Context: an optimization exercise on an open-source flow, tuned for small area, a short achievable clock period and few clock cycles. The choices shown serve that exercise and are no tape-out recipe.
No run shown here included a check of the RTL's function; only the layout flow was run.
Power is estimated from default activity; no workload was simulated.

### flow/constraint.sdc
create_clock -name core_clock -period 6.2 [get_ports {clk}]
set_input_delay 1.2400 -clock core_clock [delete_from_list [all_inputs] [get_ports {clk}]]
set_output_delay 1.2400 -clock core_clock [all_outputs]
set_load 0.01 [all_outputs]
### flow/run.sh
#!/bin/bash
# synth_recipe.tcl (not shown) runs the flow's synth.tcl, then flattens the netlist and writes it again
# the make line also repeats each setting of config.mk as NAME=value (left out here)
make -C /OpenROAD-flow-scripts/flow DESIGN_CONFIG=/design/flow/config.mk WORK_HOME=/design/flow/orfs CLKGATE_MAP_FILE= SYNTH_SCRIPT=/design/flow/synth_recipe.tcl finish
### flow/design.v
module SME(clk,reset,chardata,isstring,ispattern,valid,match,match_index);
  input clk;
  input reset;
  input [7:0] chardata;
  input isstring;
  input ispattern;
  output match;
  output [4:0] match_index;
  output valid;
  reg match;
  reg [4:0] match_index;
  reg valid;
  reg [7:0] s [0:31];        
  reg [5:0] len;             
  reg       prev_str;        
  reg [31:0] eq_r;           
  reg        v_r;            
  reg        star_r, shift_r, car_r;
  reg [32:0] D;              
  reg [4:0]  off;            
  reg        star_seen;
  reg [4:0]  start0;         
  integer k, j;
  wire newstr = isstring & ~prev_str;
  always @(posedge clk) begin
    if (isstring) begin
      for (k = 0; k < 31; k = k + 1) s[k] <= s[k+1];
      s[31] <= chardata;
      len <= newstr ? 6'd1 : len + 6'd1;
    end
  end
  reg [31:0] occ;
  always @(*)
    for (k = 0; k < 32; k = k + 1)
      occ[k] = ({1'b0, k[5:0]} + {1'b0, len}) >= 7'd32;
  wire is_dot  = (chardata == ".");
  wire is_dol  = (chardata == "$");
  wire is_star = (chardata == "*");
  wire is_car  = (chardata == "^");
  wire first = ispattern & ~v_r;    
  wire need = ~(is_dot | is_star);    
  wire [7:0] cmp = {chardata[7], chardata[6] & ~is_car, chardata[5] | is_car,
                    chardata[4:3] & {2{~is_car}}, chardata[2] & ~(is_car | is_dol),
                    chardata[1] & ~is_car, chardata[0]};
  always @(posedge clk) begin
    for (k = 0; k < 32; k = k + 1) eq_r[k] <= (s[k] == cmp) | ~need;
    star_r  <= is_star;
    car_r   <= is_car;
    shift_r <= ~(is_dol | is_star | is_car);
  end
  always @(posedge clk or posedge reset) begin
    if (reset) begin
      prev_str <= 1'b0;
      v_r <= 1'b0;
      valid <= 1'b0;
    end else begin
      prev_str <= isstring;
      v_r <= ispattern;
      valid <= v_r & ~ispattern;
    end
  end
  reg [32:0] X, Dn, pre;
  reg [31:0] lp;             
  reg [3:0]  any;            
  reg [7:0]  xb;
  always @(*) begin
    X[31:0] = D[31:0] & eq_r;
    X[32]   = D[32] & ~shift_r;
    for (j = 0; j < 4; j = j + 1) begin
      xb = X[8*j +: 8];
      lp[8*j +: 8] = xb | {xb[6:0], 1'b0} | {xb[5:0], 2'b0} | {xb[4:0], 3'b0} |
                     {xb[3:0], 4'b0} | {xb[2:0], 5'b0} | {xb[1:0], 6'b0} | {xb[0], 7'b0};
      any[j] = lp[8*j + 7];
    end
    pre[7:0]   = lp[7:0];
    pre[15:8]  = lp[15:8]  | {8{any[0]}};
    pre[23:16] = lp[23:16] | {8{any[0] | any[1]}};
    pre[31:24] = lp[31:24] | {8{any[0] | any[1] | any[2]}};
    pre[32]    = X[32] | (|any);
    Dn = X;
    if (shift_r) Dn = {X[31:0], 1'b0};
    if (star_r)  Dn = pre;
    if (car_r)
      begin Dn[0] = D[0]; for (k = 1; k < 33; k = k + 1) Dn[k] = D[k] & (~D[k-1] | eq_r[k-1]); end
  end
  reg [3:0] V [0:7];
  reg [1:0] h0 [0:3], h1 [0:3];
  reg [7:0] H;
  reg [3:0] sb;
  reg [4:0] idxb [0:3];
  always @(*) begin
    for (k = 0; k < 8; k = k + 1) V[k] = k[3:0] + {1'b0, off[2:0]};
    for (j = 0; j < 4; j = j + 1) begin
      h0[j] = off[4:3] + j[1:0];
      h1[j] = off[4:3] + j[1:0] + 2'd1;
    end
    for (j = 0; j < 4; j = j + 1) begin
      H = X[8*j +: 8] & ~{lp[8*j +: 7], 1'b0};    
      sb = ({4{H[0]}} & V[0]) | ({4{H[1]}} & V[1]) | ({4{H[2]}} & V[2]) | ({4{H[3]}} & V[3]) |
           ({4{H[4]}} & V[4]) | ({4{H[5]}} & V[5]) | ({4{H[6]}} & V[6]) | ({4{H[7]}} & V[7]);
      idxb[j] = {sb[3] ? h1[j] : h0[j], sb[2:0]};
    end
  end
  wire [4:0] idx_now = any[0] ? idxb[0] : any[1] ? idxb[1] : any[2] ? idxb[2] :
                       any[3] ? idxb[3] : off;
  always @(posedge clk) begin
    D <= first ? {1'b0, occ} : Dn;
    off <= first ? len[4:0] : off - {4'd0, shift_r};
    star_seen <= ~first & (star_seen | star_r);
    if (star_r) start0 <= idx_now;
    match <= |X;
    match_index <= star_seen ? start0 : idx_now;
  end
endmodule
### flow/config.mk
export PLATFORM = sky130hd
export DESIGN_NAME = SME
export DESIGN_NICKNAME = SME
export VERILOG_FILES = /design/flow/design.v
export SDC_FILE = /design/flow/constraint.sdc
export NUM_CORES = 4
export LEC_CHECK = 0
export ABC_CLOCK_PERIOD_IN_PS = 2800
export CAP_MARGIN = 20
export CORE_MARGIN = 2
export CORE_UTILIZATION = 40
export CTS_BUF_LIST = sky130_fd_sc_hd__clkbuf_16
export CTS_CLUSTER_DIAMETER = 80
export CTS_CLUSTER_SIZE = 25
export SETUP_SLACK_MARGIN = 3.6
export SLEW_MARGIN = 20
==> impl_summary.log, run 1 <==
INFO  metric outcome = finished clean
INFO  metric design_area = 19200 um2
INFO  metric die_h = 208 um
INFO  metric core_area = 41000 um2
INFO  metric seq_area_frac_synth = 0.581
INFO  metric number_of_design_rule_violations_left_after_detail_routing = 0
INFO  metric rows = 74
INFO  metric synth_fp_nets = 1447
INFO  metric die_area = 43400 um2
INFO  metric filler_cell_count = 3675
INFO  metric num_cts_buffers = 21
INFO  metric busiest_layer = met2
INFO  metric path_common_cell = nor3_1
INFO  metric drc_violation_total_after_the_first_tritonroute_iteration = 1042
INFO  metric ctsRootBufferMaster = clkbuf_16
INFO  metric critPathMaxFanout = 12
INFO  metric ys_async_sr_fraction = 0.00857
INFO  metric post_synth_and_or_nand_nor_area_fraction = 0.114
INFO  metric skew = 0.0186 ns
INFO  metric critical_path_class = register to register
INFO  metric route.detailed.vias_per_inst = 5.89
INFO  metric critical_path.slowest_cell = ha_2
INFO  metric drt.antenna.violating_nets = 0
INFO  metric num_io_pins = 19
INFO  metric synth_adder_area_share = 0.00824
INFO  metric timing_worst_slew_pin_value = 0.886 ns
INFO  metric holdWs = 0.470 ns
INFO  metric clkSlewWorstSetupHoldPaths = 0.10 ns
INFO  metric setup_viol = 0
INFO  metric final_common_cell = edfxtp_1
INFO  metric maxSlewViolCount = 0
INFO  metric port_buffers = 18
INFO  metric met3_usage = 0.0226
INFO  metric synthFlopType = edfxtp_1
INFO  metric number_of_optimization_iterations_in_the_first_detailed_route_pass = 6
INFO  metric h-tree-depth = 1
INFO  metric grtUsageTotal = 0.208
INFO  metric yosys_register_bits = 350
INFO  metric worstPathArrival = 3.04 ns
INFO  metric global_route_wire_length_before_repair = 69900 um
INFO  metric min_period_over_period = 0.420
INFO  metric synth.yosys.warnings = 6
INFO  metric areaGrowthSynthToFinish = 14.7%
INFO  metric drt-wirelength-per-cell = 23.3 um
INFO  metric power.density_cell_area = 276 nW/um2
INFO  metric initial_core_util = 0.407
INFO  metric number_of_distinct_library_cell_variants_in_the_gate_level_netlist_after_synthesis = 74
INFO  metric synth_top_family_by_area = XOR/XNOR gates
INFO  metric critical_path_buf_inv_count = 1
INFO  metric post_route_cells_drive_above_1_share = 0.128
INFO  metric post-dp-hpwl = 28100 um
INFO  metric cts_tree = yes
INFO  metric p_leak = 6.68 nW
INFO  metric detailroute.via_count = 11.8k
INFO  metric crit_chain = clkinvlp_4, ha_2, nor3_1, nor3_1, o211ai_1, a2111oi_4, a211oi_2, mux2_2
INFO  metric die-width = 208 um
INFO  metric cts_max_path_buffers = 3
INFO  metric cp_slowest_stage_delay = 0.51 ns
INFO  metric yosys-mux-area-fraction = 0.00562
INFO  metric drv.max_cap_violation_count = 0
INFO  metric synth_area = 16700 um2
INFO  metric worst_setup_path_end_kind = register
INFO  metric clock_latency = 0.56 ns
INFO  metric synth-xor-area-share = 0.140
INFO  metric place_congestion = 0.940
INFO  metric placed_area = 17600 um2
INFO  metric globalRoute.totalOverflow = 0
INFO  metric min-delay-path-class = register to register
INFO  metric drt-total-wl = 46600 um
INFO  metric finalSetupTns = 0 ns
INFO  metric crit_path_start_kind = register
INFO  metric timing.critical_path.from = off[1]
INFO  metric ir_drop = 146 uV
INFO  metric globalRouteMet2Util = 0.346
INFO  metric largest_delay_share_family_worst_path = compound AO/OA/AOI/OAI gates
INFO  metric maximum_number_of_pins_on_one_net_before_global_route_repair = 99
INFO  metric antenna_violations_before_repair = 0
INFO  metric timing.fmax = 0.384 GHz
INFO  metric critical_path_data_required_time = 6.63 ns
INFO  metric layout_common_cells = 268 x edfxtp_1, 162 x xor2_1, 81 x nand2_1
INFO  metric finalNetCount = 1476
INFO  metric hold_violations = 0
INFO  metric first_global_vias = 11.5k
INFO  metric synth_area_per_cell = 11.7 um2
INFO  metric gr-usage-met1 = 0.285
INFO  metric reg2reg_from = off[1]
INFO  metric synth_enable_flop_cells = 268
INFO  metric rsz0062_at_grt = true
INFO  metric maxSlewHeadroom = 0.409
INFO  metric netlist_instances = 1424
INFO  metric clock_sink_count = 350
INFO  metric synth_compound_area_frac = 0.126
INFO  metric period_needed = 2.61 ns
INFO  metric hold_path_startpoint = s[17][5]
INFO  metric n_antenna_cell = 0
==> flip-flops by register name, indices dropped and copies added (netlist names), named ones only <==
register and cells:
D 32, car_r 1, eq_r 32, len 6, match 1, match_index 5, off 5, prev_str 1
s 256, shift_r 1, star_r 1, star_seen 1, start0 5, v_r 1, valid 1
==> report_power, final <==
group | internal (mW) | total (mW) | switching, mW
Sequential | 2.70 | 2.85 | 0.157
Clock | 0.704 | 1.55 | 0.850
Combinational | 0.361 | 0.875 | 0.515
==> worst paths after layout <==
check | to | depth (start not counted) | slack [ns]
max in group asynchronous | prev_str | 2 | 5.20
min in group asynchronous | valid | 2 | 0.85
worst max register to register | match_index[2] | 8 | 3.59
worst min register to register | s[16][5] | 0 | 0.47
worst max-delay path | match_index[2] | 8 | 3.59
worst min-delay path | s[16][5] | 0 | 0.47
==> stage by stage <==
stage	utilization	cells	total power [mW]	worst slack, ns
floorplan	-	1424	3.37	3.45
global placement	0.429	1910	3.65	2.08
detailed placement	0.429	1911	3.66	2.03
CTS	0.463	1990	5.28	3.55
global route	0.467	2000	5.48	3.55
finish	0.467	2000	5.28	3.59
==> final cells by class <==
class                   count  area (um2)  area share
repair buffers             73         739      0.0386
clock inverters            17         178     0.00928
clock buffers              21         526      0.0274
multi-input cells         982        7220       0.377
flip-flops and latches    350        9720       0.507
well taps                 532         666      0.0348
inverters                  25         104     0.00542
==> synthesized netlist by cell type (4+ instances only) <==
cell	count	area share
nand3b_1	5	0.0022
nand4_1	74	0.028
a32oi_1	6	0.0031
or3_1	4	0.0015
a31oi_1	21	0.0079
clkbuf_1	51	0.011
a22oi_1	11	0.0049
o21ai_0	93	0.028
a311oi_1	23	0.012
a222oi_1	5	0.0030
xnor2_1	104	0.055
and3_1	12	0.0045
buf_2	19	0.0057
o211ai_1	6	0.0027
nor4_1	4	0.0015
a21o_1	5	0.0022
nand2b_1	21	0.0079
inv_1	25	0.0056
a211oi_1	23	0.010
o22ai_1	7	0.0026
nand3_1	23	0.0069
edfxtp_1	268	0.48
dfxtp_1	79	0.095
xor2_1	163	0.085
a21oi_1	62	0.019
nand2_1	86	0.019
nor3_1	19	0.0057
buf_1	6	0.0013
mux2i_1	6	0.0036
a41o_1	4	0.0024
o31ai_1	10	0.0045
ha_1	11	0.0082
a221o_1	6	0.0036
nor2_1	68	0.015
nor2b_1	13	0.0049
and2_1	20	0.0075
==> worst reg2reg max path: cells and delay by family, from the launching register on <==
family                     cells  cell delay, ns
DFF                            1            0.46
buffers and inverters          1            0.22
adders and majority gates      1            0.51
muxes                          1            0.32
and+or+nand+nor                2            0.27
AOI/OAI and AO/OA              3            0.71
==> metal layers <==
layer,wire (um),up-vias
met1,20700,5908
met5,0,-
met3,2280,75
li1,-,5387
met4,1470,0
met2,22100,400
==> cell families after synthesis <==
kind of cell | after synthesis
AND/OR/NAND/NOR | 366
flip-flops | 350
AO/OA/AOI/OAI | 318
XOR/XNOR | 267
buffers and inverters | 103
adder cells (fa/ha/maj) | 11
multiplexers | 9
==> what timing repair did <==
item,CTS,global route
hold endpoints to repair,0,0
endpoints found under the setup margin,77,50
resized for setup,80,31
hold buffers,0,0
cloned,10,2
setup buffers,31,8
pin swaps,10,10
==> inputs of run 2 (changes only) <==
--- a/flow/design.v
+++ b/flow/design.v
@@ -39,3 +39,2 @@
   wire is_car  = (chardata == "^");
-  wire first = ispattern & ~v_r;    
   wire need = ~(is_dot | is_star);    
@@ -106,5 +105,5 @@
   always @(posedge clk) begin
-    D <= first ? {1'b0, occ} : Dn;
-    off <= first ? len[4:0] : off - {4'd0, shift_r};
-    star_seen <= ~first & (star_seen | star_r);
+    D <= v_r ? Dn : {1'b0, occ};
+    off <= v_r ? off - {4'd0, shift_r} : len[4:0];
+    star_seen <= v_r & (star_seen | star_r);
     if (star_r) start0 <= idx_now;
==> impl_summary.log, run 2 <==
INFO  metric rsz0062_at_grt = true
INFO  metric reg_top3 = s x256, D x32, eq_r x32
INFO  metric setup_viol = 0 (unchanged)
INFO  metric worstPathArrival = 3.03 ns (about the same)
INFO  metric critPathMaxFanout = 35 (+23)
INFO  metric timing.fmax = 0.395 GHz (+3.0%)
INFO  metric first_global_vias = 11.4k (-0.65%)
INFO  metric ctsRootBufferMaster = clkbuf_16
INFO  metric die-width = 208 um (about the same)
INFO  metric switching_power = 1.34 mW (-12%)
INFO  metric final_common_cell = edfxtp_1
INFO  metric p_int = 3.60 mW (-4.3%)
INFO  metric ys_async_sr_fraction = 0.00857 (unchanged)
INFO  metric met3_usage = 0.0343 (+0.0116)
INFO  metric post-synth-top-count-cell = edfxtp_1
INFO  metric largest-register = s
INFO  metric gr-usage-met1 = 0.292 (+0.00639)
INFO  metric cts_max_path_buffers = 3 (unchanged)
INFO  metric netlist_instances = 1437 (+0.91%)
INFO  metric synth_enable_flop_cells = 268 (unchanged)
INFO  metric skew = 0.0384 ns (+0.0198 ns)
INFO  metric power.density_cell_area = 256 nW/um2 (-7.2%)
INFO  metric seq_area_frac_synth = 0.582 (+0.00113)
INFO  metric detailroute.via_count = 11.9k (+1.2%)
INFO  metric cp_slowest_stage_delay = 0.45 ns (-0.06 ns)
INFO  metric power.clock.fraction = 0.291 (-0.003)
INFO  metric synth_area = 16700 um2 (-0.19%)
INFO  metric hold_violations = 0 (unchanged)
INFO  metric drt.antenna.violating_nets = 0 (unchanged)
INFO  metric finalNetCount = 1503 (+1.8%)
INFO  metric num_cts_buffers = 20 (-4.8%)
INFO  metric synth_top_cells_by_count = 268 x edfxtp_1, 163 x xor2_1, 102 x xnor2_1
INFO  metric rows = 74 (unchanged)
INFO  metric ir_drop = 224 uV (+53%)
INFO  metric globalRouteMet2Util = 0.341 (-0.00509)
INFO  metric p_leak = 6.80 nW (+1.8%)
INFO  metric synth.yosys.warnings = 6 (unchanged)
INFO  metric synth_fp_nets = 1460 (+0.90%)
INFO  metric layout_common_cells = 268 x edfxtp_1, 162 x xor2_1, 96 x nand2_1
INFO  metric number_of_design_rule_violations_left_after_detail_routing = 0 (unchanged)
INFO  metric p_sw_frac = 0.271 (-0.0174)
INFO  metric synth_area_per_cell = 11.6 um2 (-1.1%)
INFO  metric comb_power_share = 0.138 (-0.028)
INFO  metric drt-total-wl = 46800 um (+0.45%)
INFO  metric number_of_optimization_iterations_in_the_first_detailed_route_pass = 5 (-1)
INFO  metric crit_path_start_kind = primary input
INFO  metric synth_top_cell_area_share = 0.483 (+0.000940)
INFO  metric finalSetupTns = 0 ns (unchanged)
INFO  metric globalRoute.totalOverflow = 0 (unchanged)
INFO  metric clkSlewWorstSetupHoldPaths = 0.09 ns (about the same)
INFO  metric die_h = 208 um (about the same)
INFO  metric critical_path_class = primary input to register
INFO  metric maxSlewHeadroom = 0.291 (-0.119)
INFO  metric die_area = 43300 um2 (-0.19%)
INFO  metric busiest_layer = met2
INFO  metric min_period_over_period = 0.408 (-0.0124)
INFO  metric crit_chain = buf_2, buf_12, or3_4, buf_6, nand2_8, buf_8, buf_4, xor2_1, nand4_1, o21ai_2
INFO  metric worst_setup_path_end_kind = register
INFO  metric area_contributors_post_synth = edfxtp_1 48%, dfxtp_1 9.5%, xor2_1 8.6%
INFO  metric largest_reg_flops = 256 (unchanged)
INFO  metric post_route_cells_drive_above_1_share = 0.135 (+0.00732)
INFO  metric cts_tree = yes
INFO  metric h-tree-depth = 1 (unchanged)
INFO  metric core_area = 41000 um2 (unchanged)
INFO  metric placed_cells_incl_taps = 1927 (+0.84%)
INFO  metric num_io_pins = 19 (unchanged)
INFO  metric drt-wirelength-per-cell = 23.1 um (-0.79%)
INFO  metric register_share_of_total_power = 0.571 (+0.031)
INFO  metric clock_latency = 0.57 ns (about the same)
INFO  metric maxSlewViolCount = 0 (unchanged)
INFO  metric critical_path.slowest_cell = or3_4
INFO  metric initial_core_util = 0.406 (-0.000793)
INFO  metric min-delay-path-class = register to register
INFO  metric place_congestion = 0.885 (-5.9%)
INFO  metric port_buffers = 18 (unchanged)
INFO  metric areaGrowthSynthToFinish = 15.6%
INFO  metric stdcell_count = 2025 (+1.3%)
INFO  metric timing_worst_slew_pin_value = 1.06 ns (+0.178 ns)
INFO  metric clock_sink_count = 350 (unchanged)
INFO  metric global_route_wire_length_before_repair = 70500 um (+0.85%)
INFO  metric drv.max_cap_violation_count = 0 (unchanged)
INFO  metric drc_violation_total_after_the_first_tritonroute_iteration = 1206 (+16%)
INFO  metric number_of_distinct_library_cell_variants_in_the_gate_level_netlist_after_synthesis = 75 (+1.4%)
INFO  metric yosys.area.top_type = edfxtp_1
INFO  metric antenna_violations_before_repair = 1 (+1)
INFO  metric outcome = finished clean
INFO  metric grtUsageTotal = 0.213 (+0.00469)
INFO  metric period_needed = 2.53 ns (-0.0769 ns)
INFO  metric yosys_register_bits = 350 (unchanged)
INFO  metric route.detailed.vias_per_inst = 5.88 (about the same)
INFO  metric synthFlopType = edfxtp_1
INFO  metric maximum_number_of_pins_on_one_net_before_global_route_repair = 135 (+36%)
INFO  metric critical_path_data_required_time = 6.70 ns (+0.07 ns)
INFO  metric post-dp-hpwl = 27800 um (-1.0%)
==> run 2: changes by cell type in the layout (fill, tap and decap cells not counted), moves of 7 or more <==
| cell | previous run | this run |
|---|---|---|
| nor2_1 | 65 | 79 |
| o21ai_1 | 33 | 42 |
| nand4_1 | 74 | 82 |
| a31oi_1 | 20 | 27 |
| nand2_1 | 81 | 96 |
| a311oi_1 | 23 | 13 |
| o21ai_0 | 61 | 54 |
| a211oi_1 | 22 | 15 |
==> run 2: cell families (layout without fill, tap and decap cells) <==
| logic type | Yosys count | in the layout | synth area share |
|---|---|---|---|
| compound gates | 321 | 321 | 0.125 |
| xor+xnor | 265 | 265 | 0.139 |
| fa+ha+maj | 11 | 11 | 0.00826 |
| buf+inv | 105 | 153 | 0.0251 |
| flops | 350 | 350 | 0.582 |
| mux | 7 | 7 | 0.00458 |
| other cells | 0 | 1 | 0 |
| simple gates | 378 | 385 | 0.115 |
==> run 2: path summary, 6_finish.rpt <==
check	startpoint	slack (ns)	depth (start not counted)	to
hold reg to reg	start0[1]	0.46	2	match_index[1]
min in group asynchronous	reset	0.84	2	valid
setup / recovery	chardata[7]	3.67	10	eq_r[20]
max in group asynchronous	reset	5.22	2	v_r
setup reg to reg	eq_r[30]	3.69	7	start0[1]
hold / removal	start0[1]	0.46	2	match_index[1]
==> run 2: repair_timing <==
item	CTS	global route
buffers inserted	35	16
hold buffers	0	0
gates resized for setup	87	29
gates cloned	12	0
setup endpoints to repair	50	52
pin swaps	12	22
==> run 2: routing by layer <==
layer | part of all wire | wire length (um)
met1 | 0.44 | 20400
met2 | 0.46 | 21700
met3 | 0.060 | 2830
met4 | 0.039 | 1830
met5 | 0 | 0
==> run 2: through the flow <==
step	area (um2)	power, mW	utilization	worst slack (ns)	hold WS [ns]
floorplan	17000	3.21	-	3.43	0.421
global placement	17600	3.42	0.429	2.07	0.437
detailed placement	17600	3.43	0.429	1.88	0.448
CTS	19000	4.94	0.464	3.60	0.467
global route	19300	5.12	0.470	3.58	0.488
finish	19300	4.94	0.470	3.67	0.460
==> run 2: power by group through the flow <==
| stage | Sequential [mW] | Combinational, mW | Clock (mW) |
|---|---|---|---|
| 6_report | 2.82 | 0.683 | 1.44 |
| 5_1_grt | 2.83 | 0.733 | 1.55 |
| 4_1_cts | 2.82 | 0.650 | 1.47 |
| 3_5_place_dp | 2.87 | 0.562 | 0 |
| 3_3_place_gp | 2.87 | 0.553 | 0 |
| 2_1_floorplan | 2.82 | 0.393 | 0 |
==> run 2: cell type report <==
cell class	count	area (um2)
inverter	28	114
tap	532	666
fill	3721	21700
clock buffer	20	500
clock inverter	14	128
timing repair buffer	91	1030
antenna	1	2.50
multi-input combinational	989	7110
sequential	350	9720
==> run 2: critical path: cells and delay by family <==
kind / cells / cell delay [ns]
XOR/XNOR: 1 / 0.14
AND/OR/NAND/NOR: 3 / 0.67
AO/OA/AOI/OAI: 1 / 0.16
buffers and inverters: 5 / 0.79

==> static timing again, ports no longer ideal <==
The flow's constraints put no driver on any port. The routed layouts listed below were extracted and timed again, unchanged, in two steps.
Step 1, drivers: a clkbuf_16 drives clk and a buf_2 each remaining input, both assumed.
Step 2 also shifts input and output timing later by t, the mid clock arrival at the registers, as if the neighbouring blocks saw the same clock.
Slacks: ideal / step 1 / step 2; pairs: ideal / step 1.
| run | t, ns | slack for setup (ns) | latest minus earliest clock arrival (ns) | cell pins on the clock port's net |
|---|---|---|---|---|
| run 1 | 0.607 | 3.594 / 3.594 / 3.063 | 0.019 / 0.019 | 1 |
| run 2 | 0.605 | 3.671 / 3.692 / 3.095 | 0.039 / 0.039 | 1 |
After both steps every run listed still meets setup and hold. For run 2, which loses most, drivers alone change the setup slack by +0.021 ns; drivers and shift together by -0.576 ns.
